This is an optimization exercise on Yosys and OpenROAD, whose aim is small area, not a production implementation. Where RTL was checked, it was by simulation tests only, not by an equivalence proof against the original. For run 5, only the layout was checked, not whether the RTL still works. Power is estimated from default activity; no workload was simulated.

`flow/config.mk`:
```
export PLATFORM = sky130hd
export DESIGN_NAME = ds18b20_top
export DESIGN_NICKNAME = ds18b20_top
export VERILOG_FILES = /design/flow/design.v
export SDC_FILE = /design/flow/constraint.sdc
export NUM_CORES = 4
export LEC_CHECK = 0
export CAP_MARGIN = 20
export CORE_MARGIN = 2
export CORE_UTILIZATION = 70
export CTS_BUF_LIST = sky130_fd_sc_hd__clkbuf_8
export SLEW_MARGIN = 20
```
`flow/constraint.sdc`:
```
create_clock -name core_clock -period 130.0 [get_ports {sys_clk}]
set_input_delay 26.0000 -clock core_clock [delete_from_list [all_inputs] [get_ports {sys_clk}]]
set_output_delay 26.0000 -clock core_clock [all_outputs]
set_load 0.01 [all_outputs]
```
`flow/design.v`:
```
module ds18b20_ctrl(input clk, input rst_n, input [5:0] P, input trig, input dq_in,
                    output dq_out, output dq_oe, output [16:0] L, output SG,
                    output [16:0] A, output chg);
localparam S_IDLE=4'd0, S_RST=4'd1, S_PRES=4'd2, S_WR=4'd3, S_WAIT=4'd4,
           S_RST2=4'd5, S_PRES2=4'd6, S_WR2=4'd7, S_RD=4'd8;
localparam [15:0] CC44 = 16'b0100010011001100;
localparam [15:0] CCBE = 16'b1011111011001100;
reg [3:0] st;
reg [9:0] cu;            
reg [3:0] bn;            
reg       sf;            
wire tick   = P[5] & P[4] & ~P[3] & ~P[1] & ~P[0];               
wire is_rd  = st[3];
wire is_wr  = st[1] & st[0];
wire is_rp  = st[1] ^ st[0];
wire is_pr  = st[1] & ~st[0];
wire is_wt  = st[2] & ~st[1] & ~st[0];
wire is_id  = ~st[3] & ~st[2] & ~st[1] & ~st[0];
wire c499 = &cu[8:4] & cu[1] & cu[0];                
wire c74  = cu[6] & cu[3] & cu[1];                   
wire c64  = cu[6];                                   
wire c999 = &cu[9:5] & cu[2] & cu[1] & cu[0];        
wire end_slot = (is_wr & c74) | (is_rd & c64);
wire end_cu = is_id | (is_rp & c499) | end_slot | (is_wt & c999);
wire adv = end_cu & (~(is_wr | is_rd) | (bn == 4'd15));
always @(posedge clk or negedge rst_n) begin
    if (!rst_n) begin
        st <= S_IDLE; bn <= 4'd0;
    end else if (tick) begin
        if (is_pr & c499 & ~sf)   st <= S_IDLE;
        else if (is_rd & adv)     st <= S_IDLE;
        else if (adv)             st <= st + 4'd1;
        if (end_slot) bn <= bn + 4'd1;
    end
end
always @(posedge clk)
    if (tick) cu <= end_cu ? 10'd0 : cu + 10'd1;
always @(posedge clk)
    if (tick && cu[8:0] == 9'd70) sf <= ~dq_in;
wire lo1 = (cu[6:1] == 6'd0);                        
wire hi  = cu[6] | (&cu[5:0]);                       
wire cbit = st[2] ? CCBE[bn] : CC44[bn];
assign dq_oe  = (is_rp & ~st[1]) | is_wt |
                (is_wr & ~hi & (lo1 | ~cbit)) |
                (is_rd & (cu[6:2] == 5'd0) & ~(cu[1] & cu[0]));
assign dq_out = is_wt;
wire last = is_rd & (bn == 4'd15);
temp_conv u_conv (.clk(clk), .rst_n(rst_n), .dq_in(dq_in), .trig(trig),
  .shift(tick & is_rd & (cu[5:0] == 6'd14) & ~(bn[3] & (bn[2] | (bn[1] & bn[0])) & ~(&bn))),
  .clr(last & ~(cu[6] | cu[5] | cu[4])), .cnt(last & (cu[6] | cu[5] | cu[4])),
  .up_l(last & cu[6] & ~P[5] & ~P[3] & ~P[2] & ~P[0]),       
  .up_s(last & (&cu[5:0]) & ~P[4] & ~P[3] & ~P[1] & ~P[0]),    
  .L(L), .SG(SG), .A(A), .chg(chg));
endmodule
module temp_conv(input clk, input rst_n, input dq_in, input trig, input shift, input clr,
                 input cnt, input up_l, input up_s,
                 output reg [16:0] L, output reg SG, output [16:0] A, output reg chg);
reg [11:0] D;            
reg [18:0] acc;          
assign A = acc[18:2];
wire cen = cnt & (D[10:0] != 11'd0);
always @(posedge clk) begin
    if (shift)
        D <= {dq_in, D[11:1]};
    else if (cen)
        D[10:0] <= D[11] ? D[10:0] + 11'd1 : D[10:0] - 11'd1;
end
wire [1:0] fr = acc[1:0] + 2'd1;
wire       fc = &acc[1:0];
wire [4:0] a0 = {1'b0, acc[5:2]} + (fc ? 5'd7 : 5'd6);
wire       c0 = (a0 >= 5'd10);
wire [3:0] n0 = c0 ? a0[3:0] - 4'd10 : a0[3:0];
wire       c1 = c0 && (acc[9:6] == 4'd9);
wire [3:0] n1 = c0 ? (c1 ? 4'd0 : acc[9:6]   + 4'd1) : acc[9:6];
wire       c2 = c1 && (acc[13:10] == 4'd9);
wire [3:0] n2 = c1 ? (c2 ? 4'd0 : acc[13:10] + 4'd1) : acc[13:10];
wire       c3 = c2 && (acc[17:14] == 4'd9);
wire [3:0] n3 = c2 ? (c3 ? 4'd0 : acc[17:14] + 4'd1) : acc[17:14];
wire       n4 = acc[18] ^ c3;
always @(posedge clk) begin
    if (clr)       acc <= 19'd0;
    else if (cen)  acc <= {n4, n3, n2, n1, n0, fr};
    else if (up_l) acc[18:2] <= L;
end
always @(posedge clk or negedge rst_n) begin
    if (!rst_n) begin
        L <= 17'd0; SG <= 1'b0;
    end else begin
        if (up_l) L  <= acc[18:2];
        if (up_s) SG <= D[11];
    end
end
always @(posedge clk)
    if (up_l) chg <= 1'b1;
    else if (trig) chg <= 1'b0;
endmodule
module seg_driver(input clk, input rst_n, input rot, input recent, input [16:0] L, input SG,
                  output [5:0] dig_sel, output [7:0] dig_seg);
reg [2:0] J;             
always @(posedge clk or negedge rst_n) begin
    if (!rst_n)   J <= 3'b000;
    else if (rot) J <= {J[1:0], ~J[2]};
end
assign dig_sel = {~(~J[2] & ~J[0]), ~(~J[1] & J[0]), ~(~J[2] & J[1]),
                  ~(J[2] & J[0]), ~(J[1] & ~J[0]), ~(J[2] & ~J[1])};
wire [2:0] Q = recent ? {~J[0], J[2:1]} : J;    
reg [3:0] code;
always @(*) begin
    casez (Q)
        3'b0?0: code = L[3:0];
        3'b?01: code = L[7:4];
        3'b01?: code = L[11:8];
        3'b1?1: code = L[15:12];
        3'b?10: code = {3'b000, L[16]};
        default: code = SG ? 4'd10 : 4'd11;
    endcase
end
reg [6:0] seg;
always @(*) begin
    case (code)
        4'd0: seg = 7'b1000000;
        4'd1: seg = 7'b1111001;
        4'd2: seg = 7'b0100100;
        4'd3: seg = 7'b0110000;
        4'd4: seg = 7'b0011001;
        4'd5: seg = 7'b0010010;
        4'd6: seg = 7'b0000010;
        4'd7: seg = 7'b1111000;
        4'd8: seg = 7'b0000000;
        4'd9: seg = 7'b0010000;
        4'd10: seg = 7'b0111111;
        default: seg = 7'b1111111;
    endcase
end
assign dig_seg = {~(~Q[2] & Q[1]), seg};
endmodule
module uart_tx(input clk, input rst_n, input trig, input [16:0] L, input SG, input [16:0] A,
               input chg, output tx);
reg [3:0] slot;           
reg [3:0] ub;             
reg [8:0] cb;             
reg       ssg;            
always @(posedge clk)
    if (trig) ssg <= SG;
wire [16:0] V = chg ? A : L;      
wire cb_end = (ub == 4'd10) ? (~cb[8] & ~cb[7] & cb[5] & cb[4] & ~cb[3] & ~cb[1] & cb[0])    
                            : (~cb[8] & ~cb[7] & ~cb[6] & cb[4] & cb[3] & ~cb[2] & ~cb[0]);   
reg [3:0] nslot;
always @(*) begin
    case (slot)
        4'd4:  nslot = ssg ? 4'd5 : (V[16] ? 4'd6 : 4'd7);
        4'd5:  nslot = V[16] ? 4'd6 : 4'd7;
        4'd11: nslot = 4'd15;
        default: nslot = slot + 4'd1;
    endcase
end
always @(posedge clk or negedge rst_n) begin
    if (!rst_n)                                slot <= 4'd15;
    else if (trig)                             slot <= 4'd0;
    else if (slot != 4'd15 && cb_end && ub == 4'd10) slot <= nslot;
end
always @(posedge clk) begin
    if (trig) begin
        ub <= 4'd0; cb <= 9'd37;
    end else if (cb_end) begin
        cb <= 9'd37;
        ub <= (ub == 4'd10) ? 4'd0 : ub + 4'd1;
    end else cb <= {cb[7:0], cb[8] ^ cb[3]};
end
reg [7:0] byte_;
always @(*) begin
    case (slot)
        4'd0: byte_ = 8'h74;
        4'd1: byte_ = 8'h65;
        4'd2: byte_ = 8'h6D;
        4'd3: byte_ = 8'h70;
        4'd4: byte_ = 8'h3A;
        4'd5: byte_ = 8'h2D;
        4'd6: byte_ = 8'h31;
        4'd7: byte_ = {4'h3, V[15:12]};
        4'd8: byte_ = {4'h3, V[11:8]};
        4'd9: byte_ = 8'h2E;
        4'd10: byte_ = {4'h3, V[7:4]};
        default: byte_ = {4'h3, V[3:0]};
    endcase
end
wire [10:0] frame = {1'b1, ~^byte_, byte_, 1'b0};
assign tx = (slot == 4'd15) | frame[ub];
endmodule
module ds18b20_top(
   input              sys_clk  ,
   input              sys_rst_n,
   output     [5:0]   dig_sel  ,
   output     [7:0]   dig_seg  ,
   output             tx       ,
   input              dq_in    ,
   output             dq_out   ,
   output             dq_oe
);
wire [5:0]  P;
wire        k0, rot, started, trig;
wire [16:0] L;
wire        SG;
wire [16:0] A;
wire        chg;
timebase u_tb (.clk(sys_clk), .rst_n(sys_rst_n), .P(P), .k0(k0), .rot(rot),
               .started(started), .trig(trig));
ds18b20_ctrl u_ctrl (.clk(sys_clk), .rst_n(sys_rst_n), .P(P), .trig(trig), .dq_in(dq_in),
                     .dq_out(dq_out), .dq_oe(dq_oe), .L(L), .SG(SG), .A(A), .chg(chg));
seg_driver u_seg (.clk(sys_clk), .rst_n(sys_rst_n), .rot(rot),
                  .recent(started & k0 & ~P[5] & P[3] & P[2] & P[1] & P[0]), .L(L), .SG(SG),
                  .dig_sel(dig_sel), .dig_seg(dig_seg));
uart_tx u_uart (.clk(sys_clk), .rst_n(sys_rst_n), .trig(trig), .L(L), .SG(SG), .A(A),
                .chg(chg), .tx(tx));
endmodule
module timebase(input clk, input rst_n, output reg [5:0] P, output k0, output rot,
                output started, output trig);
reg [4:0] K;
reg [6:0] H;
wire p_end = ~P[4] & ~P[3] & ~P[2] & P[0];               
wire k_end = ~K[4] & ~K[3] & ~K[0];                      
wire h_end = H[6] & H[5] & ~H[4] & H[3] & H[0];          
assign rot     = p_end & k_end;                          
assign k0      = ~K[2] & K[1] & ~K[0];                   
assign started = ~(H[6] & ~H[5] & H[4] & H[3] & ~H[2]);  
assign trig    = h_end & k0 & ~P[5] & P[4] & P[3] & P[2] & P[1] & P[0];   
always @(posedge clk or negedge rst_n) begin
    if (!rst_n) begin
        P <= 6'd15; K <= 5'd10; H <= 7'd89;
    end else begin
        P <= p_end ? 6'd15 : {P[4:0], P[5] ^ P[0]};
        if (p_end) K <= k_end ? 5'd10 : {K[3:0], K[4] ^ K[1]};
        if (rot)   H <= h_end ? 7'd50 : {H[5:0], H[6] ^ H[0]};
    end
end
endmodule
```
`flow/run.sh`:
```
#!/bin/bash
# synth_recipe.tcl (not shown) runs the flow's synth.tcl, then flattens the netlist and writes it again
# the make line also repeats each setting of config.mk as NAME=value (left out here)
make -C /OpenROAD-flow-scripts/flow DESIGN_CONFIG=/design/flow/config.mk WORK_HOME=/design/flow/orfs CLKGATE_MAP_FILE= SYNTH_SCRIPT=/design/flow/synth_recipe.tcl finish
```
==> summary.md, run 1 <==
| Metric | Value |
|---|---|
| Status | no timing/DRC/antenna violations |
| Die width | 103 µm |
| Final clock skew | 0.0181 ns |
| Fmax | 0.0330 GHz |
| Htree depth | 3 |
| Fin crit period | 30.32 ns |
| Most frequent cells in the layout | 79 x nor2_1, 68 x nand2_1, 50 x a21oi_1 |
| # placed instances | 893 |
| Headroom to the max-slew limit | 32.5% |
| Post-Syn Area | 6880 µm² |
| Critical path capture point type | output port |
| Pre-CTS WS | 100.15 ns |
| Req. time, crit path | 104.00 ns |
| Leak Pwr | 3.05 nW |
| CP Max Fanout | 22 |
| VDD IR max | 6.00 µV |
| Drt wl/cell | 16.6 µm |
| Largest family of logic cells by synthesized area | simple AND/OR/NAND/NOR gates |
| Final antenna-violating net count | 0 |
| Startpoint types | register |
| Main synth FF type | dfrtp_1 |
| Gr ovfl total | 0 |
| GRT Total Usage | 29.1% |
| Initial DRC count | 367 |
| Simple-gate area share of the yosys netlist | 20.0% |
| DP Wirelength | 11.0 mm |
| Final setup violation count | 0 |
| First-pass GRT wire length | 24.4 mm |
| Post-CTS setup buffers | 0 |
| Min Hold Slack | 0.411 ns |
| Multiplexer share of the synthesized area | 7.36% |
| Max Cap Viol | 0 |
| Port-buffer cells | 19 |
| Inserted Diodes | 0 |
| Commonest non-fill, non-tap cell in the layout | nor2_1 |
| Crit path DAT | 4.32 ns |
| Vias in the first global route | 5238 |
| RSZ-0062 raised after global routing | false |
| Setup CP Type | register to output port |
| Hold Vio Cnt, Final | 0 |
| Post-synthesis xor/xnor area fraction | 4.11% |
| Post-synthesis sequential area ratio | 38.9% |
| CTS tree | built |
| Synth Register Bits | 108 |
| Final non-filler cell total | 909 |
| Dpl cell area | 7110 µm² |
| Number of distinct library cells after synthesis | 82 |
| Number of detailed-route iterations in the first pass | 5 |
| Synth Area in Adders | 6.47% |
| Hold buffers post-CTS | 0 |
| Post-CTS sizing | 0 |
| Routed vias | 5661 |
| Post-synth ARST share | 47.2% |
| Max Root-Sink Buffers | 2 |
| Syn Inst Count | 775 |
| Drt total wl | 15.1 mm |
| Largest net degree at the start of global routing | 52 |
| Min setup slack post-route | 99.68 ns |
| Root Driver | clkbuf_8 |
| CTS Sinks | 108 |
| Die ar. | 10600 µm² |
| Avg Inst Size Synth | 8.88 µm² |
| YS warnings | 5 |
| Site Rows | 36 |
| Initial antenna violation count | 0 |
| Final Max Tran Viols | 0 |
| Period utilization | 23.3% |
| IO Count | 20 |
| Compound-Gate Fraction of Synth Area | 18.3% |
| Clk latency of the worst-skew pair | 0.39 ns |
| EDFF count, synth | 24 |
| Vias per cell | 6.23 |
| Finished Cell Area | 7310 µm² |
| Cell area power density | 7.57 nW/µm² |
| Starting density of the core | 71.4% |
| Layout cells sized above 1 | 9.54% |
| GP Congestion | 0.922 |
| # nets final | 809 |
| Syn Nets | 813 |
| DIE HEIGHT | 103 µm |
| Flop2flop setup slack | 126.83 ns |
| Core Area | 9640 µm² |
| P&R area growth vs syn | 6.23% |
| DRC viols | 0 |
| Worst-Margin Slew | 1.01 ns |
| Setup TNS | 0 ns |
| HP Class | register to register |
| Inserted Clock Buffers | 9 |
| Fillers | 721 |
| Clk slew on worst S/H paths | 0.09 ns |
[cell type report]
cell class	count	area, µm²	share of cell area (%)
inverters	42	158	2.16
clock inverters	7	75.1	1.03
flip-flops and latches	108	2680	36.6
repair buffers	26	238	3.25
well taps	133	166	2.28
multi-input cells	584	3880	53.0
clock buffers	9	124	1.69
[synth_stat cells (4+ instances only)]
master	n	area (µm²)
nor2_1	80	300
nand2_1	68	255
a21oi_1	50	250
o21ai_0	42	210
inv_1	40	150
dfrtp_1	37	926
ha_1	34	425
dfxtp_1	33	661
clkbuf_1	29	109
mux2_2	27	304
edfxtp_1	24	721
nand3_1	23	115
nor3_1	22	110
a211oi_1	18	135
mux2i_1	18	180
xnor2_1	18	158
dfstp_2	14	368
a31oi_1	11	68.8
and2_1	11	68.8
nor2b_1	11	68.8
xor2_1	9	78.8
and3_1	8	50.1
o22ai_1	7	43.8
a21o_1	6	45.0
a22o_1	6	52.6
a22oi_1	6	45.0
nand2b_1	6	37.5
nor4_1	6	37.5
o21ai_1	6	30.0
o21bai_1	6	45.0
or3_1	6	37.5
buf_2	5	25.0
nand3b_1	5	37.5
nand4b_1	5	43.8
nor4b_1	4	35.0
o21a_1	4	30.0
or2_2	4	25.0
[metrics by stage]
step / utilization [%] / total power, mW
final: 75.9 / 0.0554
after detailed placement: 73.8 / 0.0355
after CTS: 75.9 / 0.0559
after floorplan: - / 0.0351
after global routing: 75.9 / 0.0570
after global placement: 73.8 / 0.0355
[flip-flops by register name (all words and copies together) (netlist names)]
| name | count |
|---|---|
| u_uart.ssg | 1 |
| u_uart.ub | 4 |
| u_tb.K | 5 |
| u_ctrl.u_conv.L | 17 |
| u_seg.J | 3 |
| u_tb.H | 7 |
| u_ctrl.u_conv.acc | 19 |
| u_uart.cb | 9 |
| u_ctrl.sf | 1 |
| u_ctrl.cu | 10 |
| u_ctrl.u_conv.D | 12 |
| u_ctrl.bn | 4 |
| u_ctrl.u_conv.chg | 1 |
| u_tb.P | 6 |
| u_ctrl.u_conv.SG | 1 |
| u_uart.slot | 4 |
| u_ctrl.st | 4 |
[where the power goes]
group	total, mW	switching [mW]	internal (mW)
clock	0.0206	0.0116	0.00906
sequential	0.0344	0	0.0344
combinational	0.000382	0.000322	0.0000588
total	0.0554	0.0119	0.0435
[cells by family after synthesis]
group,Yosys count
adder cells (fa/ha/maj),35
buffers and inverters,83
AND/OR/NAND/NOR,277
AO/OA/AOI/OAI,196
XOR/XNOR,29
flip-flops,108
multiplexers,47
[worst max-delay path: stages, from the launching register on]
cell and delay, ns:
dfstp_2 0.56, nand4b_1 0.12, o211ai_2 0.80, and2_1 0.33, a22oi_1 0.11, o31ai_1 0.61, inv_1 0.21, ha_1 0.27
and2_1 0.14, o21ai_1 0.12, o21a_1 0.14, clkdlybuf4s50_1 0.53
[worst paths after layout]
path,start,end,cells past startpoint
max,u_tb.H[6],dig_seg[5],11
min reg2reg,u_tb.P[0],u_tb.P[1],0
min,u_tb.P[0],u_tb.P[1],0
min in group asynchronous,sys_rst_n,u_tb.H[2],2
max reg2reg,u_tb.P[0],u_ctrl.u_conv.D[10],8
max in group asynchronous,sys_rst_n,u_ctrl.u_conv.SG,2
[per-layer routing]
| layer | up-vias | track usage [%] | share of wire, % |
|---|---|---|---|
| met4 | 0 | 12.2 | 2.7 |
| met1 | 2709 | 37.1 | 43 |
| li1 | 2790 | - | - |
| met3 | 27 | 5.51 | 4.8 |
| met2 | 135 | 49.0 | 49 |
| met5 | - | 0 | 0 |
==> run 2, diff against run 1 <==
==> flow/flow/run.sh (new file) <==
#!/bin/bash
# Layout flow: the standard flow (standard.sh) with three changes that only make
# the layout smaller:
#  - synthesis maps the logic with an area-oriented ABC script (my_synth.tcl, area.abc);
#  - ports are buffered with the smallest buffer, sky130_fd_sc_hd__buf_1;
#  - clock tree synthesis inserts no dummy loads.
set -euo pipefail
W=$PWD
export MY_WORK=$W
export MY_ABC_SCRIPT=$W/flow/area.abc
export CTS_ARGS="-sink_clustering_enable -repair_clock_nets -buf_list sky130_fd_sc_hd__clkbuf_8 -dont_use_dummy_load"
export BUFFER_PORTS_ARGS="-buffer_cell sky130_fd_sc_hd__buf_1"
sed "s#SYNTH_SCRIPT=[^ ]*#SYNTH_SCRIPT=$W/flow/my_synth.tcl#" standard.sh > my_standard.sh
bash my_standard.sh > flow.log 2>&1
==> flow/flow/area.abc (new file) <==
strash
&get -n
&fraig -x
&put
scorr
dc2
strash
&get -n
&deepsyn -T 20
&put
dch -f
amap
==> flow/flow/my_synth.tcl (new file) <==
# The standard flow's synthesis script, unchanged, with its final technology mapping done by an
# area-oriented ABC script (flow/area.abc) instead of ORFS's speed script. ABC only
# remaps the combinational logic, so the registers are those of the standard synthesis.
proc abc {args} {
  set i [lsearch -exact $args -script]
  if {$i >= 0} { lset args [expr {$i + 1}] $::env(MY_ABC_SCRIPT) }
  yosys abc {*}$args
}
source $::env(MY_WORK)/synth_recipe.tcl
==> flow/standard.sh (new file) <==
#!/bin/bash
# synth_recipe.tcl (not shown) runs the flow's synth.tcl, then flattens the netlist and writes it again
# the make line also repeats each setting of config.mk as NAME=value (left out here)
make -C /OpenROAD-flow-scripts/flow DESIGN_CONFIG=/design/flow/config.mk WORK_HOME=/design/flow/orfs CLKGATE_MAP_FILE= SYNTH_SCRIPT=/design/flow/synth_recipe.tcl "${@:-finish}"
removed: flow/run.sh
==> run 2 against run 1 <==
  * Power decreased by 8.3%
  * Non-clock buffer count decreased by 1
  * Setup slack improved by 0.21 ns
  * Via count decreased by 4.2%
  * Fmax increased by 0.70%
  * Sequential cell count unchanged
  * Clock-buffer cell count unchanged
  * Sequential share of layout area increased by 5.2 points
  * Clock skew increased by 0.0067 ns
  * Core utilization increased by 1.3 points
  * Cell area decreased by 12%
  * Area after synthesis decreased by 12%
  * Critical path type unchanged
  * Largest cell class unchanged
  * Highest routed layer unchanged
==> summary.md, run 2 <==
| Metric | Value |
|---|---|
| Syn Inst Count | 726 |
| Htree depth | 3 |
| DP Wirelength | 10.3 mm |
| WP buf/inv | 5 |
| Critical path origin | u_tb.P[3] |
| Area leader, netlist | dfrtp_1 |
| Max Cap Viol | 0 |
| RSZ-0062 raised after global routing | false |
| IO Count | 20 |
| CP Max Fanout | 6 |
| Period utilization | 23.2% |
| Compound-Gate Fraction of Synth Area | 22.2% |
| Site Rows | 33 |
| EDFF count, synth | 24 |
| GR Util met3 | 5.49% |
| Worst R2R Start | u_ctrl.cu[6] |
| Hold Vio Cnt, Final | 0 |
| Ranking of synthesized cells by area | dfrtp_1 15%, edfxtp_1 12%, dfxtp_1 11% |
| Vias per cell | 6.29 |
| Startpoint types | register |
| Headroom to the max-slew limit | 40.5% |
| Status | no timing/DRC/antenna violations |
| Max Root-Sink Buffers | 2 |
| Routing usage on met2 | 51.1% |
| Min Hold Slack | 0.401 ns |
| HP Class | register to register |
| Final setup violation count | 0 |
| Fmax | 0.0332 GHz |
| Setup CP Type | register to output port |
| Number of detailed-route iterations in the first pass | 6 |
| Total Power | 50.8 µW |
| CTS tree | built |
| Layout cells sized above 1 | 4.36% |
| CP peak stage delay | 0.58 ns |
| Simple-gate area share of the yosys netlist | 18.0% |
| Top-count cell post-synth | nor2_1 |
| Final antenna-violating net count | 0 |
| Dpl cell area | 6280 µm² |
| Starting density of the core | 72.6% |
| M1 GR Usage | 37.0% |
| Hold path start | u_tb.P[0] |
| Top-area cell type share of the netlist area | 15.4% |
| GP Congestion | 0.971 |
| Clk latency of the worst-skew pair | 0.36 ns |
| Gr ovfl total | 0 |
| Multiplexer share of the synthesized area | 0% |
| Critical path capture point type | output port |
| Busiest grt layer | met2 |
| Post-synth ARST share | 47.2% |
| First-pass GRT wire length | 23.2 mm |
| Cell mode on critical path | clkinv_1 |
| YS warnings | 5 |
| Post-Syn Area | 6030 µm² |
| Top delay family on crit path | simple AND/OR/NAND/NOR gates |
| Drt total wl | 13.7 mm |
| Final Max Tran Viols | 0 |
| Vias in the first global route | 5188 |
| Fin crit period | 30.11 ns |
| Biggest register | u_ctrl.u_conv.acc |
| DIE HEIGHT | 96.8 µm |
| Cell area power density | 7.93 nW/µm² |
| Drt wl/cell | 15.9 µm |
| Worst-Margin Slew | 0.883 ns |
| CTS Sinks | 108 |
| Min setup slack post-route | 99.89 ns |
| Root Driver | clkbuf_8 |
| Largest regs | u_ctrl.u_conv.acc x19, u_ctrl.u_conv.L x17, u_ctrl.u_conv.D x12 |
| Inserted Clock Buffers | 9 |
| Post-synthesis xor/xnor area fraction | 0% |
| # nets final | 797 |
| Pre-CTS WS | 100.45 ns |
| Req. time, crit path | 104.00 ns |
| Avg Inst Size Synth | 8.30 µm² |
| Clk slew on worst S/H paths | 0.10 ns |
| GRT Total Usage | 29.6% |
| Largest net degree at the start of global routing | 52 |
| Post-CTS sizing | 0 |
| Die width | 96.8 µm |
| Max FFs per register | 19 |
| Die ar. | 9370 µm² |
| Slowest CP cell | dfstp_2 |
| Final clock skew | 0.0248 ns |
| Port-buffer cells | 19 |
| Leak Pwr | 2.38 nW |
| Post-CTS setup buffers | 0 |
| Largest family of logic cells by synthesized area | compound AO/OA/AOI/OAI gates |
| Setup TNS | 0 ns |
| Finished Cell Area | 6410 µm² |
| Main synth FF type | dfrtp_1 |
| Core Area | 8300 µm² |
| Most frequent cells in the layout | 130 x nor2_1, 126 x clkinv_1, 52 x nand2_1 |
| DRC viols | 0 |
| Synth Register Bits | 108 |
| Crit path DAT | 4.11 ns |
| Inserted Diodes | 0 |
| Syn Nets | 764 |
| Post-synthesis sequential area ratio | 44.4% |
| Synth Area in Adders | 7.39% |
| Routed vias | 5424 |
| Hold buffers post-CTS | 0 |
| Critical path, cell by cell | nand4_1, nand4b_1, a31oi_1, clkinv_1, o22ai_1, clkinv_1, nand2_1, o22ai_1, nor3_1, clkinv_1, nor2_1, clkinv_1, o21ai_0, a31oi_1, buf_1 |
| Most instantiated cells after synthesis | 130 x nor2_1, 126 x clkinv_1, 52 x nand2_1, 44 x o21ai_0, 37 x dfrtp_1 |
| VDD IR max | 4.84 µV |
| Initial DRC count | 430 |
| P&R area growth vs syn | 6.31% |
| Commonest non-fill, non-tap cell in the layout | nor2_1 |
| Number of distinct library cells after synthesis | 46 |
| Initial antenna violation count | 0 |
[run 2: report_power, final]
part	switching (mW)	internal, mW	total (mW)	leakage [nW]
clock	0.00982	0.00625	0.0161	0.0647
sequential	0	0.0344	0.0344	1.13
combinational	0.000322	0.0000392	0.000362	1.19
total	0.0101	0.0406	0.0508	2.38
[run 2: kinds of logic after synthesis]
kind of cell / count (synthesis)
compound gates: 202
flops: 108
fa+ha+maj: 35
buf+inv: 129
simple gates: 252
[run 2: stage by stage]
stage / cells / util (%)
2_1_floorplan: 726 / -
3_3_place_gp: 853 / 75.7
3_5_place_dp: 853 / 75.7
4_1_cts: 862 / 77.2
5_1_grt: 862 / 77.2
6_report: 862 / 77.2
[run 2: layer usage]
layer | share of wire, % | vias up
met2 | 50 | 174
met1 | 42 | 2556
li1 | - | 2656
met3 | 5.0 | 38
met4 | 2.4 | 0
met5 | 0 | -
[run 2: worst paths after layout]
| check | to | slack, ns | cells after the start |
|---|---|---|---|
| max | dig_seg[5] | 99.89 | 15 |
| min | u_tb.P[1] | 0.40 | 0 |
| max reg2reg | u_ctrl.u_conv.acc[11] | 125.23 | 15 |
| min reg2reg | u_tb.P[1] | 0.40 | 0 |
| max in group asynchronous | u_ctrl.u_conv.L[1] | 103.79 | 2 |
| min in group asynchronous | u_ctrl.u_conv.L[8] | 25.75 | 2 |
[run 2: final cells by class]
| cell class | instances | area, µm² |
|---|---|---|
| Inverter | 126 | 473 |
| Timing Repair Buffer | 25 | 118 |
| Sequential cell | 108 | 2680 |
| Fill cell | 579 | 1890 |
| Multi-Input combinational cell | 489 | 2890 |
| Tap cell | 105 | 131 |
| Clock buffer | 9 | 124 |
==> run 3, diff against run 2 <==
--- a/flow/design.v
+++ b/flow/design.v
@@ -37,5 +37,5 @@
     if (tick) cu <= end_cu ? 10'd0 : cu + 10'd1;
 always @(posedge clk)
-    if (tick && cu[8:0] == 9'd70) sf <= ~dq_in;
+    if (tick & ~cu[8] & ~cu[7] & ~cu[5] & ~cu[4] & ~cu[3] & ~cu[0]) sf <= ~dq_in;    
 wire lo1 = (cu[6:1] == 6'd0);                        
 wire hi  = cu[6] | (&cu[5:0]);                       
@@ -59,22 +59,35 @@
 reg [18:0] acc;          
 assign A = acc[18:2];
-wire cen = cnt & (D[10:0] != 11'd0);
+wire cen = cnt & (|D[10:0]);
+wire [10:0] tg;                        
+assign tg[0] = 1'b1;
+genvar gi;
+generate for (gi = 1; gi < 11; gi = gi + 1) begin : g_tg
+    assign tg[gi] = tg[gi-1] & (D[gi-1] ^ ~D[11]);
+end endgenerate
 always @(posedge clk) begin
     if (shift)
         D <= {dq_in, D[11:1]};
     else if (cen)
-        D[10:0] <= D[11] ? D[10:0] + 11'd1 : D[10:0] - 11'd1;
-end
-wire [1:0] fr = acc[1:0] + 2'd1;
+        D[10:0] <= D[10:0] ^ tg;
+end
+function [4:0] inc10;                  
+    input [3:0] d;
+    inc10 = {d[3] & d[0], d[3] ? ~d[0] : &d[2:0], d[2] ^ (d[1] & d[0]), (d[1] ^ d[0]) & ~d[3], ~d[0]};
+endfunction
+wire [1:0] fr = {acc[1] ^ acc[0], ~acc[0]};
 wire       fc = &acc[1:0];
 wire [4:0] a0 = {1'b0, acc[5:2]} + (fc ? 5'd7 : 5'd6);
 wire       c0 = (a0 >= 5'd10);
 wire [3:0] n0 = c0 ? a0[3:0] - 4'd10 : a0[3:0];
-wire       c1 = c0 && (acc[9:6] == 4'd9);
-wire [3:0] n1 = c0 ? (c1 ? 4'd0 : acc[9:6]   + 4'd1) : acc[9:6];
-wire       c2 = c1 && (acc[13:10] == 4'd9);
-wire [3:0] n2 = c1 ? (c2 ? 4'd0 : acc[13:10] + 4'd1) : acc[13:10];
-wire       c3 = c2 && (acc[17:14] == 4'd9);
-wire [3:0] n3 = c2 ? (c3 ? 4'd0 : acc[17:14] + 4'd1) : acc[17:14];
+wire [4:0] s1 = inc10(acc[9:6]);
+wire [4:0] s2 = inc10(acc[13:10]);
+wire [4:0] s3 = inc10(acc[17:14]);
+wire       c1 = c0 & s1[4];
+wire       c2 = c1 & s2[4];
+wire       c3 = c2 & s3[4];
+wire [3:0] n1 = c0 ? s1[3:0] : acc[9:6];
+wire [3:0] n2 = c1 ? s2[3:0] : acc[13:10];
+wire [3:0] n3 = c2 ? s3[3:0] : acc[17:14];
 wire       n4 = acc[18] ^ c3;
 always @(posedge clk) begin
--- a/flow/flow/run.sh
+++ b/flow/flow/run.sh
@@ -9,5 +9,5 @@
 export MY_WORK=$W
 export MY_ABC_SCRIPT=$W/flow/area.abc
-export CTS_ARGS="-sink_clustering_enable -repair_clock_nets -buf_list sky130_fd_sc_hd__clkbuf_8 -dont_use_dummy_load"
+export CTS_ARGS="-sink_clustering_enable -repair_clock_nets -buf_list sky130_fd_sc_hd__clkbuf_16 -sink_clustering_size 30 -dont_use_dummy_load"
 export BUFFER_PORTS_ARGS="-buffer_cell sky130_fd_sc_hd__buf_1"
 sed "s#SYNTH_SCRIPT=[^ ]*#SYNTH_SCRIPT=$W/flow/my_synth.tcl#" standard.sh > my_standard.sh
==> flow/flow/area.abc (replaced) <==
strash
&get -n
&fraig -x
&put
scorr
dc2
strash
&get -n
&deepsyn -T 60
&put
dch -f
amap -m -F 4 -A 8
==> run 3 against run 2 <==
  * Still clean on timing, DRC and antenna
  * Clock skew is 0.0064 ns lower
  * Critical path depth is 3 higher
  * First-iteration DRC count is 9.3% higher
  * Fmax is 3.0% lower
  * Area after synthesis is 2.9% lower
  * Critical endpoint is now dig_seg[3]
  * Highest routed layer unchanged
==> summary.md, run 3 <==
| Metric | Value |
|---|---|
| Post-Syn Area | 5850 µm² |
| Area leader, netlist | dfrtp_1 |
| Largest net degree at the start of global routing | 52 |
| Startpoint types | register |
| First-pass GRT wire length | 22.9 mm |
| Clk latency of the worst-skew pair | 0.35 ns |
| Critical path origin | u_tb.P[0] |
| Most frequent cells in the layout | 132 x clkinv_1, 86 x nor2_1, 55 x o21ai_0 |
| Most instantiated cells after synthesis | 132 x clkinv_1, 86 x nor2_1, 55 x o21ai_0, 44 x nand2_1, 38 x a21oi_1 |
| Fin crit period | 31.04 ns |
| CTS tree | built |
| Crit path DAT | 5.04 ns |
| Headroom to the max-slew limit | 33.4% |
| Top-area cell type share of the netlist area | 15.8% |
| Drt wl/cell | 17.1 µm |
| RSZ-0062 raised after global routing | false |
| Htree depth | 3 |
| Die ar. | 9110 µm² |
| Switching share of total power | 18.8% |
| Post-synthesis sequential area ratio | 45.7% |
| Cell area power density | 9.09 nW/µm² |
| Syn Inst Count | 690 |
| Initial DRC count | 470 |
| Biggest register | u_ctrl.u_conv.acc |
| Internal power | 46.6 µW |
| Post-synth ARST share | 47.2% |
| Number of distinct library cells after synthesis | 46 |
| Req. time, crit path | 104.00 ns |
| Critical path capture point type | output port |
| DP Wirelength | 10.5 mm |
| Post-CTS sizing | 0 |
| Total Power | 57.5 µW |
| Setup TNS | 0 ns |
| Root Driver | clkbuf_16 |
| Inserted Clock Buffers | 9 |
| Gate power share | 0.6% |
| Largest regs | u_ctrl.u_conv.acc x19, u_ctrl.u_conv.L x17, u_ctrl.u_conv.D x12 |
| GRT Total Usage | 32.5% |
| Period utilization | 23.9% |
| Post-CTS setup buffers | 0 |
| Inserted Diodes | 0 |
| CTS Sinks | 108 |
| Ranking of synthesized cells by area | dfrtp_1 16%, edfxtp_1 12%, dfxtp_1 11% |
| Number of detailed-route iterations in the first pass | 6 |
| Synth Register Bits | 108 |
| Hold Vio Cnt, Final | 0 |
| Final Max Tran Viols | 0 |
| Min setup slack post-route | 98.96 ns |
| Pre-CTS WS | 99.62 ns |
| Worst R2R Start | u_ctrl.bn[1] |
| Vias in the first global route | 4902 |
| DIE HEIGHT | 95.4 µm |
| Avg Inst Size Synth | 8.48 µm² |
| Initial antenna violation count | 0 |
| Max Cap Viol | 0 |
| Fillers | 579 |
| # nets final | 751 |
| Starting density of the core | 71.6% |
| CP Max Fanout | 6 |
| GP Congestion | 1.04 |
| Die width | 95.4 µm |
| Final antenna-violating net count | 0 |
| Reported net switching power | 10.8 µW |
| Site Rows | 33 |
| Flop2flop setup slack | 126.11 ns |
| Drt total wl | 14.1 mm |
| Status | no timing/DRC/antenna violations |
| Max Root-Sink Buffers | 2 |
| HP Class | register to register |
| Crit Reg-Reg Endpoint | u_ctrl.u_conv.acc[3] |
| R2R depth | 9 |
| Top-count cell post-synth | clkinv_1 |
| Main synth FF type | dfrtp_1 |
| EDFF count, synth | 24 |
| Syn Nets | 718 |
| Final core occ | 77.4% |
| Routed vias | 5313 |
| Clk slew on worst S/H paths | 0.07 ns |
| Hold buffers post-CTS | 0 |
| Final clock skew | 0.0184 ns |
| CP Capture Point | dig_seg[3] |
| Commonest non-fill, non-tap cell in the layout | clkinv_1 |
| P&R area growth vs syn | 8.10% |
| Leak Pwr | 2.40 nW |
| Sequential share of power | 59.8% |
| Clock Power Share | 39.6% |
| DRC viols | 0 |
| YS warnings | 5 |
| Max FFs per register | 19 |
| Final setup violation count | 0 |
| Vias per cell | 6.43 |
| Core Area | 8180 µm² |
| Fmax | 0.0322 GHz |
| IO Count | 20 |
| Setup CP Type | register to output port |
| Worst-Margin Slew | 0.996 ns |
| Port-buffer cells | 19 |
| Gr ovfl total | 0 |
| Layout cells sized above 1 | 4.44% |
| VDD IR max | 7.55 µV |
[run 3: worst min path at each step]
| stage | startpoint | end | slack, ns | depth (start not counted) |
|---|---|---|---|---|
| 2_1_floorplan | u_uart.cb[7] | u_uart.cb[8] | 0.40 | 2 |
| 3_3_place_gp | u_tb.P[0] | u_tb.P[1] | 0.38 | 0 |
| 3_5_place_dp | u_tb.P[0] | u_tb.P[1] | 0.39 | 0 |
| 4_1_cts | u_tb.P[0] | u_tb.P[1] | 0.40 | 0 |
| 5_1_grt | u_tb.P[0] | u_tb.P[1] | 0.41 | 0 |
| 6_report | u_tb.P[0] | u_tb.P[1] | 0.40 | 0 |
[run 3: routing by layer]
metal,vias to the layer above,GRT usage [%],routed length (µm)
li1,2583,-,-
met1,2482,42.7,6040
met2,216,53.7,6730
met3,32,5.93,955
met4,0,12.5,362
met5,-,0,0
[run 3: critical path, stage by stage, from the launching register on]
cell,delay [ns]
dfstp_2,0.58
nand4_1,0.11
or4_1,0.47
a31oi_1,0.42
clkinv_1,0.16
o21ai_0,0.32
nand2_1,0.13
nor2_1,0.22
nand3_1,0.16
nand2_1,0.15
nor2_1,0.08
a222oi_1,0.29
nor2_1,0.07
a21oi_1,0.36
clkinv_1,0.19
o21ai_0,0.36
a21boi_0,0.29
o21ai_0,0.16
buf_1,0.17
[run 3: layout make-up]
type | instances | area (µm²) | share of cell area [%]
clock buffers | 9 | 225 | 3.56
inverters | 132 | 495 | 7.83
multi-input cells | 447 | 2680 | 42.4
flip-flops and latches | 108 | 2680 | 42.3
well taps | 105 | 131 | 2.08
repair buffers | 25 | 118 | 1.86
[run 3: kinds of logic after synthesis]
kind of cell	share of synthesized area, %
adders and majority gates	5.35
and+or+nand+nor	15.4
DFF	45.7
AOI/OAI and AO/OA	24.5
xor gates and xnor gates	0.299
buffers and inverters	8.66
[run 3: metrics by stage]
step,hold WS [ns],instances,area (µm²)
finish,0.403,826,6330
global route,0.412,826,6330
CTS,0.403,826,6330
detailed placement,0.390,817,6100
global placement,0.383,817,6100
floorplan,0.398,690,5850
[run 3: power by group through the flow]
stage | Combinational [mW] | Clock (mW) | Sequential [mW]
final | 0.000356 | 0.0227 | 0.0344
after global routing | 0.000432 | 0.0240 | 0.0344
after global placement | 0.000369 | 0 | 0.0351
after detailed placement | 0.000378 | 0 | 0.0351
after CTS | 0.000380 | 0.0230 | 0.0344
after floorplan | 0.00000636 | 0 | 0.0351
==> run 4, diff against run 3 <==
--- a/flow/flow/run.sh
+++ b/flow/flow/run.sh
@@ -9,5 +9,5 @@
 export MY_WORK=$W
 export MY_ABC_SCRIPT=$W/flow/area.abc
-export CTS_ARGS="-sink_clustering_enable -repair_clock_nets -buf_list sky130_fd_sc_hd__clkbuf_16 -sink_clustering_size 30 -dont_use_dummy_load"
+export CTS_ARGS="-sink_clustering_enable -repair_clock_nets -buf_list sky130_fd_sc_hd__clkbuf_8 -dont_use_dummy_load"
 export BUFFER_PORTS_ARGS="-buffer_cell sky130_fd_sc_hd__buf_1"
 sed "s#SYNTH_SCRIPT=[^ ]*#SYNTH_SCRIPT=$W/flow/my_synth.tcl#" standard.sh > my_standard.sh
==> run 4 against run 3 <==
  * Clock skew grew 0.011 ns
  * Global-route usage shrank 0.52 points
  * Sequential power hardly changed
  * Hold slack improved by 0.0084 ns
  * Largest cell class unchanged
==> summary.md, run 4 <==
| Metric | Value |
|---|---|
| Status | no timing/DRC/antenna violations |
| Top-count cell post-synth | clkinv_1 |
| Hold path start | u_tb.P[0] |
| Max Root-Sink Buffers | 2 |
| Top delay family on crit path | compound AO/OA/AOI/OAI gates |
| First-pass GRT wire length | 22.5 mm |
| Post-CTS sizing | 0 |
| # nets final | 751 |
| Post-synth ARST share | 47.2% |
| Commonest non-fill, non-tap cell in the layout | clkinv_1 |
| Routed vias | 5324 |
| Setup TNS | 0 ns |
| Htree depth | 3 |
| Critical path capture point type | output port |
| Main synth FF type | dfrtp_1 |
| Slowest CP cell | dfstp_2 |
| Post-CTS setup buffers | 0 |
| Ranking of synthesized cells by area | dfrtp_1 16%, edfxtp_1 12%, dfxtp_1 11% |
| Core Area | 8180 µm² |
| RSZ-0062 raised after global routing | false |
| Drt total wl | 14.0 mm |
| Port-buffer cells | 19 |
| Drt wl/cell | 16.9 µm |
| CP peak stage delay | 0.57 ns |
| Worst-Margin Slew | 0.970 ns |
| Final non-filler cell total | 826 |
| Largest net degree at the start of global routing | 52 |
| Most frequent cells in the layout | 132 x clkinv_1, 86 x nor2_1, 55 x o21ai_0 |
| Max FFs per register | 19 |
| Cell area power density | 8.17 nW/µm² |
| Area leader, netlist | dfrtp_1 |
| Top-area cell type share of the netlist area | 15.8% |
| Site Rows | 33 |
| Crit path DAT | 4.98 ns |
| Max Cap Viol | 0 |
| CTS Sinks | 108 |
| Leak Pwr | 2.35 nW |
| Synth Register Bits | 108 |
| Critical path, cell by cell | nand2_1, or4_1, a31oi_1, clkinv_1, o21ai_0, nand2_1, nor2_1, nand3_1, nand2_1, nor2_1, a222oi_1, nor2_1, a21oi_1, clkinv_1, o21ai_0, a21boi_0, o21ai_0, buf_1 |
| EDFF count, synth | 24 |
| Post-Syn Area | 5850 µm² |
| WP buf/inv | 3 |
| Hold buffers post-CTS | 0 |
| Startpoint types | register |
| Setup CP Type | register to output port |
| Hold Crit Depth | 0 |
| Gr ovfl total | 0 |
| Vias per cell | 6.45 |
| Die ar. | 9110 µm² |
| GRT Total Usage | 31.9% |
| Period utilization | 23.8% |
| Min setup slack post-route | 99.02 ns |
| Starting density of the core | 71.6% |
| Inserted Clock Buffers | 9 |
| GP Congestion | 1.04 |
| Number of distinct library cells after synthesis | 46 |
| Hold Vio Cnt, Final | 0 |
| Root Driver | clkbuf_8 |
| Initial antenna violation count | 0 |
| R2R depth | 9 |
| Min Hold Slack | 0.412 ns |
| Number of detailed-route iterations in the first pass | 7 |
| DIE HEIGHT | 95.4 µm |
| Avg Inst Size Synth | 8.48 µm² |
| Biggest register | u_ctrl.u_conv.acc |
| Final core occ | 76.1% |
| Final Max Tran Viols | 0 |
| VDD IR max | 7.46 µV |
| Crit Reg-Reg Endpoint | u_ctrl.u_conv.acc[3] |
| Finished Cell Area | 6220 µm² |
| Layout cells sized above 1 | 4.44% |
| Req. time, crit path | 104.00 ns |
| YS warnings | 5 |
| Pre-CTS WS | 99.62 ns |
| Clk latency of the worst-skew pair | 0.38 ns |
| Initial DRC count | 420 |
| Fin crit period | 30.98 ns |
| Fillers | 586 |
| HP Class | register to register |
| Flop2flop setup slack | 126.10 ns |
| IO Count | 20 |
| Worst R2R Start | u_ctrl.bn[1] |
| Vias in the first global route | 4820 |
| DRC viols | 0 |
| Worst Hold End | u_tb.P[1] |
| Final clock skew | 0.0289 ns |
| Final antenna-violating net count | 0 |
| Dpl cell area | 6100 µm² |
| Clk slew on worst S/H paths | 0.10 ns |
| Syn Inst Count | 690 |
| Die width | 95.4 µm |
| Post-synthesis sequential area ratio | 45.7% |
| DP Wirelength | 10.5 mm |
| Largest regs | u_ctrl.u_conv.acc x19, u_ctrl.u_conv.L x17, u_ctrl.u_conv.D x12 |
| CTS tree | built |
| Total Power | 50.8 µW |
| Most instantiated cells after synthesis | 132 x clkinv_1, 86 x nor2_1, 55 x o21ai_0, 44 x nand2_1, 38 x a21oi_1 |
| Headroom to the max-slew limit | 35.2% |
| Syn Nets | 718 |
| CP Max Fanout | 6 |
| # placed instances | 817 |
| Inserted Diodes | 0 |
| Fmax | 0.0323 GHz |
| P&R area growth vs syn | 6.37% |
| Final setup violation count | 0 |
run 4: cell type report:
type,count,area (µm²),area share [%]
multi-input cells,447,2680,43.1
flip-flops and latches,108,2680,43.0
inverters,132,495,7.96
well taps,105,131,2.11
clock buffers,9,124,1.99
repair buffers,25,118,1.89
run 4: cells by family after synthesis:
group           Yosys count  share of synthesized area (%)
compound gates          217                           24.5
simple gates            203                           15.4
flops                   108                           45.7
buf+inv                 135                           8.66
xor+xnor                  2                          0.299
fa+ha+maj                25                           5.35
run 4: worst max-delay path by stage:
stage	startpoint	endpoint	slack, ns	depth (start not counted)
6_report	u_tb.K[1]	dig_seg[3]	99.02	18
5_1_grt	u_tb.P[0]	dig_seg[0]	98.70	18
4_1_cts	u_tb.K[1]	dig_seg[3]	99.20	18
3_5_place_dp	u_tb.K[1]	dig_seg[3]	99.62	18
3_3_place_gp	u_tb.K[1]	dig_seg[0]	100.07	18
2_1_floorplan	u_tb.K[1]	dig_seg[0]	100.36	17
run 4: routing by layer:
layer	vias up	GRT usage (%)	share of wire [%]
met3	31	5.69	6.5
met4	0	12.3	2.3
met2	198	53.1	48
met1	2502	41.8	43
met5	-	0	0
li1	2593	-	-
run 4: where the power goes:
part           switching [mW]  internal, mW
Clock                 0.00989       0.00623
Sequential                  0        0.0344
Combinational        0.000316     0.0000391
Total                  0.0102        0.0406
==> run 5, diff against run 4 <==
--- a/flow/design.v
+++ b/flow/design.v
@@ -2,25 +2,24 @@
                     output dq_out, output dq_oe, output [16:0] L, output SG,
                     output [16:0] A, output chg);
-localparam S_IDLE=4'd0, S_RST=4'd1, S_PRES=4'd2, S_WR=4'd3, S_WAIT=4'd4,
+localparam S_IDLE=4'd0, S_RST=4'd1, S_PRES=4'd2, S_WR=4'd3, S_WAIT=4'd4, S_WAIT_B=4'd12,
            S_RST2=4'd5, S_PRES2=4'd6, S_WR2=4'd7, S_RD=4'd8;
 localparam [15:0] CC44 = 16'b0100010011001100;
 localparam [15:0] CCBE = 16'b1011111011001100;
 reg [3:0] st;
-reg [9:0] cu;            
+reg [8:0] cu;            
 reg [3:0] bn;            
 reg       sf;            
 wire tick   = P[5] & P[4] & ~P[3] & ~P[1] & ~P[0];               
-wire is_rd  = st[3];
+wire is_rd  = st[3] & ~st[2];
 wire is_wr  = st[1] & st[0];
 wire is_rp  = st[1] ^ st[0];
 wire is_pr  = st[1] & ~st[0];
-wire is_wt  = st[2] & ~st[1] & ~st[0];
+wire is_wt  = st[2] & ~st[1] & ~st[0];                  
 wire is_id  = ~st[3] & ~st[2] & ~st[1] & ~st[0];
 wire c499 = &cu[8:4] & cu[1] & cu[0];                
 wire c74  = cu[6] & cu[3] & cu[1];                   
 wire c64  = cu[6];                                   
-wire c999 = &cu[9:5] & cu[2] & cu[1] & cu[0];        
 wire end_slot = (is_wr & c74) | (is_rd & c64);
-wire end_cu = is_id | (is_rp & c499) | end_slot | (is_wt & c999);
+wire end_cu = is_id | ((is_rp | is_wt) & c499) | end_slot;
 wire adv = end_cu & (~(is_wr | is_rd) | (bn == 4'd15));
 always @(posedge clk or negedge rst_n) begin
@@ -30,4 +29,5 @@
         if (is_pr & c499 & ~sf)   st <= S_IDLE;
         else if (is_rd & adv)     st <= S_IDLE;
+        else if (adv & is_wt)     st <= st[3] ? S_RST2 : S_WAIT_B;
         else if (adv)             st <= st + 4'd1;
         if (end_slot) bn <= bn + 4'd1;
@@ -35,5 +35,5 @@
 end
 always @(posedge clk)
-    if (tick) cu <= end_cu ? 10'd0 : cu + 10'd1;
+    if (tick) cu <= end_cu ? 9'd0 : cu + 9'd1;
 always @(posedge clk)
     if (tick & ~cu[8] & ~cu[7] & ~cu[5] & ~cu[4] & ~cu[3] & ~cu[0]) sf <= ~dq_in;    
==> flow/flow/area.abc (replaced) <==
strash
&get -n
&fraig -x
&put
scorr
dc2
strash
&get -n
&syn4
&deepsyn -T 60
&put
dch -f
amap -m -F 4 -A 8
==> run 5 against run 4 <==
  * Die area fell by 1.3%
  * Sequential power fell by 1%
  * Clock skew rose by 0.0022 ns
  * Critical path type unchanged
  * Still clean on timing, DRC and antenna
==> summary.md, run 5 <==
| Metric | Value |
|---|---|
| Status | no timing/DRC/antenna violations |
| DRC viols | 0 |
| Max Cap Viol | 0 |
| Inserted Diodes | 0 |
| Final clock skew | 0.0311 ns |
| Final antenna-violating net count | 0 |
| Worst-Margin Slew | 0.984 ns |
| Total Power | 50.5 µW |
| Final core occ | 75.8% |
| Clk latency of the worst-skew pair | 0.38 ns |
| Vias in the first global route | 4897 |
| Pre-CTS WS | 100.59 ns |
| GP Congestion | 1.04 |
| HP Class | register to register |
| Max FFs per register | 19 |
| Initial DRC count | 506 |
| Post-synth ARST share | 47.7% |
| DP Wirelength | 10.2 mm |
| Avg Inst Size Synth | 8.49 µm² |
| Largest net degree at the start of global routing | 52 |
| Hold buffers post-CTS | 0 |
| Area leader, netlist | dfrtp_1 |
| # nets final | 740 |
| EDFF count, synth | 23 |
| Post-CTS setup buffers | 0 |
| Port-buffer cells | 19 |
| Clock Power Share | 31.9% |
| Site Rows | 33 |
| Dpl cell area | 6010 µm² |
| Drt wl/cell | 16.8 µm |
| Post-Syn Area | 5770 µm² |
| Number of distinct library cells after synthesis | 51 |
| Root Driver | clkbuf_8 |
| Cell area power density | 8.23 nW/µm² |
| Syn Inst Count | 680 |
| Min Hold Slack | 0.402 ns |
| Final setup violation count | 0 |
| First-pass GRT wire length | 22.7 mm |
| Post-CTS sizing | 0 |
| Most instantiated cells after synthesis | 127 x clkinv_1, 103 x nor2_1, 48 x o21ai_0, 46 x a21oi_1, 41 x nand2_1 |
| Most frequent cells in the layout | 127 x clkinv_1, 103 x nor2_1, 48 x o21ai_0 |
| CTS tree | built |
| # placed instances | 806 |
| Fmax | 0.0335 GHz |
| Internal power | 40.3 µW |
| Req. time, crit path | 104.00 ns |
| Max Root-Sink Buffers | 2 |
| Reported net switching power | 10.2 µW |
| Period utilization | 23.0% |
| Top-count cell post-synth | clkinv_1 |
| Number of detailed-route iterations in the first pass | 7 |
| Syn Nets | 708 |
| Ranking of synthesized cells by area | dfrtp_1 16%, edfxtp_1 12%, dfxtp_1 11% |
| Synth Register Bits | 107 |
| Initial antenna violation count | 0 |
| Commonest non-fill, non-tap cell in the layout | clkinv_1 |
| Switching share of total power | 20.2% |
| Gate power share | 0.7% |
| Main synth FF type | dfrtp_1 |
| GRT Total Usage | 32.2% |
| Crit path DAT | 3.88 ns |
| Gr ovfl total | 0 |
| Layout cells sized above 1 | 4.23% |
| Die width | 94.8 µm |
| Setup TNS | 0 ns |
| Hold Vio Cnt, Final | 0 |
| Startpoint types | register |
| Setup CP Type | register to output port |
| CP Max Fanout | 5 |
| RSZ-0062 raised after global routing | false |
| Top-area cell type share of the netlist area | 16.0% |
| Min setup slack post-route | 100.12 ns |
| Htree depth | 3 |
| Drt total wl | 13.7 mm |
| Final Max Tran Viols | 0 |
| VDD IR max | 5.37 µV |
| CTS Sinks | 107 |
| Die ar. | 8990 µm² |
| Headroom to the max-slew limit | 34.2% |
| Leak Pwr | 2.32 nW |
| Finished Cell Area | 6130 µm² |
| Biggest register | u_ctrl.u_conv.acc |
| Fin crit period | 29.88 ns |
| P&R area growth vs syn | 6.24% |
| Largest regs | u_ctrl.u_conv.acc x19, u_ctrl.u_conv.L x17, u_ctrl.u_conv.D x12 |
| Core Area | 8090 µm² |
| Inserted Clock Buffers | 9 |
| Post-synthesis sequential area ratio | 45.8% |
| Starting density of the core | 71.3% |
| Final non-filler cell total | 815 |
| Sequential share of power | 67.4% |
| Clk slew on worst S/H paths | 0.09 ns |
| YS warnings | 5 |
| Vias per cell | 6.49 |
| Critical path capture point type | output port |
| Routed vias | 5290 |
| IO Count | 20 |
| DIE HEIGHT | 94.8 µm |
## run 5: changes by cell type after synthesis, sizes merged, moves of 7 or more
cell / delta
nor3: +7
o21ai: -7
a21oi: +8
nor2: +17
a22oi: -7
o22ai: -11
nand3: -13
and3: -7
## run 5: cell families (layout without fill, tap and decap cells)
kind of cell               after synthesis  count (layout)  synth area share, %
AOI/OAI and AO/OA                      210             210                 24.4
DFF                                    107             107                 45.8
buffers and inverters                  130             160                 8.45
and+or+nand+nor                        206             206                 15.5
muxes                                    2               2                0.368
adders and majority gates               25              25                 5.42
## run 5: worst paths after layout
path                                       from                     to  slack (ns)  cells after the start
min reg2reg                           u_tb.P[0]              u_tb.P[1]        0.40                      0
max reg2reg                u_ctrl.u_conv.acc[0]  u_ctrl.u_conv.acc[15]      126.49                     17
min in group asynchronous             sys_rst_n    u_ctrl.u_conv.L[13]       25.74                      2
max                                   u_tb.P[0]             dig_seg[1]      100.12                     12
min                                   u_tb.P[0]              u_tb.P[1]        0.40                      0
max in group asynchronous             sys_rst_n              u_tb.P[5]      103.79                      2
## run 5: area by class of cell
cell class	count	area (µm²)
clock buffer	9	124
fill	576	1960
inverter	127	477
multi-input combinational	443	2650
sequential	107	2650
tap	105	131
timing repair buffer	24	110
## run 5: critical path: stages (launching register included)
cell	delay (ns)
dfstp_2	0.58
nand4_1	0.08
nand4b_1	0.22
a31oi_1	0.35
clkinv_1	0.24
o22ai_1	0.39
nor2_1	0.15
a222oi_1	0.32
o311ai_0	0.38
clkinv_1	0.20
ha_1	0.27
o22ai_1	0.17
buf_1	0.16
## run 5: routing by layer
layer	routed length (µm)	vias up	share of wire, %	track usage [%]
li1	-	2533	-	-
met1	5540	2473	41	40.6
met2	6750	237	49	54.7
met3	888	47	6.5	5.19
met4	482	0	3.5	13.8
met5	0	-	0	0
## run 5: power by group through the flow
stage | Clock, mW | Sequential (mW) | Combinational, mW
5_1_grt | 0.0175 | 0.0340 | 0.000436
3_3_place_gp | 0 | 0.0347 | 0.000370
4_1_cts | 0.0163 | 0.0340 | 0.000384
2_1_floorplan | 0 | 0.0347 | 0.00000634
3_5_place_dp | 0 | 0.0347 | 0.000386
6_report | 0.0161 | 0.0340 | 0.000358
==> run 6, diff against run 5 <==
--- a/flow/design.v
+++ b/flow/design.v
@@ -148,40 +148,40 @@
 assign dig_seg = {~(~Q[2] & Q[1]), seg};
 endmodule
-module uart_tx(input clk, input rst_n, input trig, input [16:0] L, input SG, input [16:0] A,
-               input chg, output tx);
-reg [3:0] slot;           
+module uart_tx(input clk, input rst_n, input [16:0] L, input SG, input [16:0] A, input chg,
+               output trig, output tx);
+reg [5:0] slot;           
 reg [3:0] ub;             
 reg [8:0] cb;             
 reg       ssg;            
+wire [16:0] V = chg ? A : L;      
+wire ub10     = (ub == 4'd10);
+wire lastslot = &slot;
+wire cb_end   = ub10 ? (lastslot ? (&cb[6:0])                                              
+                                 : (cb[7] & cb[6] & cb[5] & cb[4] & cb[2] & cb[1] & cb[0]))   
+                     : (~cb[8] & cb[6] & cb[5] & cb[4] & cb[3] & cb[1] & cb[0]);             
+assign trig = cb_end & ub10 & lastslot;     
 always @(posedge clk)
     if (trig) ssg <= SG;
-wire [16:0] V = chg ? A : L;      
-wire cb_end = (ub == 4'd10) ? (~cb[8] & ~cb[7] & cb[5] & cb[4] & ~cb[3] & ~cb[1] & cb[0])    
-                            : (~cb[8] & ~cb[7] & ~cb[6] & cb[4] & cb[3] & ~cb[2] & ~cb[0]);   
-reg [3:0] nslot;
+reg [5:0] nslot;
 always @(*) begin
     case (slot)
-        4'd4:  nslot = ssg ? 4'd5 : (V[16] ? 4'd6 : 4'd7);
-        4'd5:  nslot = V[16] ? 4'd6 : 4'd7;
-        4'd11: nslot = 4'd15;
-        default: nslot = slot + 4'd1;
-    endcase
-end
-always @(posedge clk or negedge rst_n) begin
-    if (!rst_n)                                slot <= 4'd15;
-    else if (trig)                             slot <= 4'd0;
-    else if (slot != 4'd15 && cb_end && ub == 4'd10) slot <= nslot;
-end
-always @(posedge clk) begin
-    if (trig) begin
-        ub <= 4'd0; cb <= 9'd37;
+        6'd4:  nslot = ssg ? 6'd5 : (V[16] ? 6'd6 : 6'd7);
+        6'd5:  nslot = V[16] ? 6'd6 : 6'd7;
+        6'd11: nslot = 6'd53 + ssg + V[16];
+        default: nslot = slot + 6'd1;
+    endcase
+end
+always @(posedge clk or negedge rst_n) begin
+    if (!rst_n) begin
+        slot <= 6'd42; ub <= 4'd10; cb <= 9'd251;         
     end else if (cb_end) begin
-        cb <= 9'd37;
-        ub <= (ub == 4'd10) ? 4'd0 : ub + 4'd1;
+        cb <= 9'd43;
+        if (ub10) begin ub <= 4'd0; slot <= nslot; end
+        else ub <= ub + 4'd1;
     end else cb <= {cb[7:0], cb[8] ^ cb[3]};
 end
 reg [7:0] byte_;
 always @(*) begin
-    case (slot)
+    case (slot[3:0])
         4'd0: byte_ = 8'h74;
         4'd1: byte_ = 8'h65;
@@ -199,5 +199,5 @@
 end
 wire [10:0] frame = {1'b1, ~^byte_, byte_, 1'b0};
-assign tx = (slot == 4'd15) | frame[ub];
+assign tx = slot[5] | slot[4] | (slot[3] & slot[2]) | frame[ub];
 endmodule
 module ds18b20_top(
@@ -212,37 +212,30 @@
 );
 wire [5:0]  P;
-wire        k0, rot, started, trig;
+wire        rot, recent, trig;
 wire [16:0] L;
 wire        SG;
 wire [16:0] A;
 wire        chg;
-timebase u_tb (.clk(sys_clk), .rst_n(sys_rst_n), .P(P), .k0(k0), .rot(rot),
-               .started(started), .trig(trig));
+timebase u_tb (.clk(sys_clk), .rst_n(sys_rst_n), .P(P), .rot(rot), .recent(recent));
 ds18b20_ctrl u_ctrl (.clk(sys_clk), .rst_n(sys_rst_n), .P(P), .trig(trig), .dq_in(dq_in),
                      .dq_out(dq_out), .dq_oe(dq_oe), .L(L), .SG(SG), .A(A), .chg(chg));
-seg_driver u_seg (.clk(sys_clk), .rst_n(sys_rst_n), .rot(rot),
-                  .recent(started & k0 & ~P[5] & P[3] & P[2] & P[1] & P[0]), .L(L), .SG(SG),
+seg_driver u_seg (.clk(sys_clk), .rst_n(sys_rst_n), .rot(rot), .recent(recent), .L(L), .SG(SG),
                   .dig_sel(dig_sel), .dig_seg(dig_seg));
-uart_tx u_uart (.clk(sys_clk), .rst_n(sys_rst_n), .trig(trig), .L(L), .SG(SG), .A(A),
-                .chg(chg), .tx(tx));
-endmodule
-module timebase(input clk, input rst_n, output reg [5:0] P, output k0, output rot,
-                output started, output trig);
+uart_tx u_uart (.clk(sys_clk), .rst_n(sys_rst_n), .L(L), .SG(SG), .A(A), .chg(chg),
+                .trig(trig), .tx(tx));
+endmodule
+module timebase(input clk, input rst_n, output reg [5:0] P, output rot, output recent);
 reg [4:0] K;
-reg [6:0] H;
 wire p_end = ~P[4] & ~P[3] & ~P[2] & P[0];               
-wire k_end = ~K[4] & ~K[3] & ~K[0];                      
-wire h_end = H[6] & H[5] & ~H[4] & H[3] & H[0];          
-assign rot     = p_end & k_end;                          
-assign k0      = ~K[2] & K[1] & ~K[0];                   
-assign started = ~(H[6] & ~H[5] & H[4] & H[3] & ~H[2]);  
-assign trig    = h_end & k0 & ~P[5] & P[4] & P[3] & P[2] & P[1] & P[0];   
-always @(posedge clk or negedge rst_n) begin
-    if (!rst_n) begin
-        P <= 6'd15; K <= 5'd10; H <= 7'd89;
+wire k18   = ~K[4] & ~K[1] & K[0];                       
+wire k19   = ~K[2] & K[1] & ~K[0];                       
+assign rot    = p_end & k18;                             
+assign recent = k19 & ~P[5] & P[3] & P[2] & P[1] & P[0];    
+always @(posedge clk or negedge rst_n) begin
+    if (!rst_n) begin
+        P <= 6'd15; K <= 5'd21;
     end else begin
         P <= p_end ? 6'd15 : {P[4:0], P[5] ^ P[0]};
-        if (p_end) K <= k_end ? 5'd10 : {K[3:0], K[4] ^ K[1]};
-        if (rot)   H <= h_end ? 7'd50 : {H[5:0], H[6] ^ H[0]};
+        if (p_end) K <= k19 ? 5'd11 : {K[3:0], K[4] ^ K[1]};
     end
 end
==> run 6 against run 5 <==
  * Register-to-register slack worse by 0.70 ns
  * Sequential power is 4% lower
  * Critical path depth is 4 higher
  * First-iteration DRC count is 35% lower
  * Clock skew is 0.0018 ns higher
  * Via count is 2.2% lower
  * Setup slack worse by 0.072 ns
  * Critical path type unchanged
  * Non-clock buffer count is 1 lower
  * Critical endpoint is now tx
==> summary.md, run 6 <==
| Metric | Value |
|---|---|
| CP Max Fanout | 5 |
| DRC viols | 0 |
| Initial antenna violation count | 0 |
| Period utilization | 23.0% |
| RSZ-0062 raised after global routing | false |
| Max Root-Sink Buffers | 2 |
| Largest regs | u_ctrl.u_conv.acc x19, u_ctrl.u_conv.L x17, u_ctrl.u_conv.D x12 |
| Total Power | 48.8 µW |
| Post-synth ARST share | 57.8% |
| Hold Vio Cnt, Final | 0 |
| Dpl cell area | 5960 µm² |
| Critical path capture point type | output port |
| IO Count | 20 |
| Inserted Diodes | 0 |
| Post-CTS setup buffers | 0 |
| R2R depth | 14 |
| Number of distinct library cells after synthesis | 44 |
| CTS tree | built |
| Req. time, crit path | 104.00 ns |
| Fillers | 568 |
| Area leader, netlist | dfrtp_1 |
| Syn Inst Count | 681 |
| Commonest non-fill, non-tap cell in the layout | clkinv_1 |
| Final core occ | 75.2% |
| Worst-Margin Slew | 1.02 ns |
| Clk latency of the worst-skew pair | 0.37 ns |
| Crit path DAT | 3.95 ns |
| Root Driver | clkbuf_8 |
| Post-synthesis sequential area ratio | 45.2% |
| YS warnings | 5 |
| EDFF count, synth | 23 |
| Routed vias | 5176 |
| Synth Register Bits | 102 |
| Vias per cell | 6.37 |
| Startpoint types | register |
| DP Wirelength | 10.1 mm |
| Ranking of synthesized cells by area | dfrtp_1 17%, edfxtp_1 12%, dfstp_2 8.7% |
| Avg Inst Size Synth | 8.42 µm² |
| Fmax | 0.0334 GHz |
| Syn Nets | 713 |
| Top-area cell type share of the netlist area | 17.5% |
| Setup CP Type | register to output port |
| Main synth FF type | dfrtp_1 |
| Layout cells sized above 1 | 4.94% |
| Max FFs per register | 19 |
| Final clock skew | 0.0329 ns |
| Status | no timing/DRC/antenna violations |
| Hold Crit Depth | 0 |
| Pre-CTS WS | 100.56 ns |
| Headroom to the max-slew limit | 31.1% |
| Die width | 94.5 µm |
| Htree depth | 3 |
| Final antenna-violating net count | 0 |
| Max Cap Viol | 0 |
| Port-buffer cells | 19 |
| Cell area power density | 8.02 nW/µm² |
| Core Area | 8090 µm² |
| Top-count cell post-synth | clkinv_1 |
| Drt wl/cell | 16.5 µm |
| DIE HEIGHT | 94.5 µm |
| Drt total wl | 13.4 mm |
| Gr ovfl total | 0 |
| Inserted Clock Buffers | 9 |
| First-pass GRT wire length | 22.5 mm |
| Vias in the first global route | 4826 |
| Most instantiated cells after synthesis | 125 x clkinv_1, 99 x nor2_1, 53 x o21ai_0, 43 x nand2_1, 40 x dfrtp_1 |
| Post-Syn Area | 5730 µm² |
| Fin crit period | 29.95 ns |
| Most frequent cells in the layout | 125 x clkinv_1, 99 x nor2_1, 53 x o21ai_0 |
| Biggest register | u_ctrl.u_conv.acc |
| Setup TNS | 0 ns |
| Final setup violation count | 0 |
| # nets final | 742 |
| GRT Total Usage | 32.0% |
| Site Rows | 33 |
| Initial DRC count | 327 |
| Leak Pwr | 2.32 nW |
| P&R area growth vs syn | 6.11% |
| HP Class | register to register |
| Die ar. | 8930 µm² |
| Post-CTS sizing | 0 |
| Largest net degree at the start of global routing | 60 |
| Starting density of the core | 70.8% |
| Final Max Tran Viols | 0 |
| Clk slew on worst S/H paths | 0.09 ns |
| Min setup slack post-route | 100.05 ns |
| VDD IR max | 8.05 µV |
| GP Congestion | 0.948 |
| CTS Sinks | 102 |
| Hold buffers post-CTS | 0 |
| Number of detailed-route iterations in the first pass | 5 |
| Finished Cell Area | 6080 µm² |
-- run 6: cell count changes after synthesis, sizes merged, moves of 6 or more --
cell | previous run | this run
dfxtp | 33 | 20
a21oi | 46 | 34
a22oi | 5 | 16
nand3 | 5 | 14
o22ai | 25 | 34
a31oi | 12 | 6
nor4 | 14 | 8
-- run 6: path summary, 6_finish.rpt --
kind | startpoint | end | slack, ns
max reg2reg | u_ctrl.st[3] | u_ctrl.u_conv.acc[10] | 125.79
max | u_uart.slot[1] | tx | 100.05
min reg2reg | u_uart.cb[0] | u_uart.cb[1] | 0.37
max in group asynchronous | sys_rst_n | u_seg.J[2] | 103.69
min | u_uart.cb[0] | u_uart.cb[1] | 0.37
min in group asynchronous | sys_rst_n | u_ctrl.u_conv.L[5] | 25.75
-- run 6: logic make-up (layout without fill, tap and decap cells) --
logic type	count (synthesis)	in the layout	share of synthesized area, %
buffers and inverters	130	157	8.51
and+or+nand+nor	213	213	16.2
AOI/OAI and AO/OA	206	206	23.6
adders and majority gates	29	29	6.33
xor gates and xnor gates	1	1	0.153
DFF	102	102	45.2
-- run 6: final cells by class --
cell class              count  area [µm²]  share of cell area [%]
well taps                 105         131                    2.16
multi-input cells         449        2670                    43.8
repair buffers             23         103                    1.69
clock buffers               9         124                    2.04
inverters                 125         469                    7.71
flip-flops and latches    102        2590                    42.6
-- run 6: routing by layer --
metal	track usage (%)	share of wire (%)	vias up	routed length, µm
met5	0	0	-	0
met4	10.9	2.1	0	276
met3	6.78	5.8	30	784
met2	55.1	51	202	6830
met1	40.3	41	2453	5550
li1	-	-	2491	-
-- run 6: per-stage QoR --
stage	std cells	hold WS (ns)
2_1_floorplan	681	0.423
3_3_place_gp	804	0.359
3_5_place_dp	804	0.358
4_1_cts	813	0.373
5_1_grt	813	0.381
6_report	813	0.373
-- run 6: report_power, final --
part	switching, mW	internal, mW
Sequential	0	0.0325
Clock	0.00961	0.00623
Combinational	0.000358	0.0000389
Total	0.00997	0.0388
-- run 6: critical path, stage by stage, from the launching register on --
cell and delay, ns:
dfstp_2 0.56, ha_1 0.22, clkinv_1 0.15, o21ai_0 0.45
nor2_1 0.07, a2111oi_0 0.33, nor2_1 0.08, a2111oi_0 0.68
nor2_1 0.08, nor2_1 0.12, o221ai_1 0.11, o22ai_1 0.17
nor2_1 0.06, nor3_1 0.17, clkinv_1 0.09, nand2b_1 0.14
buf_1 0.12
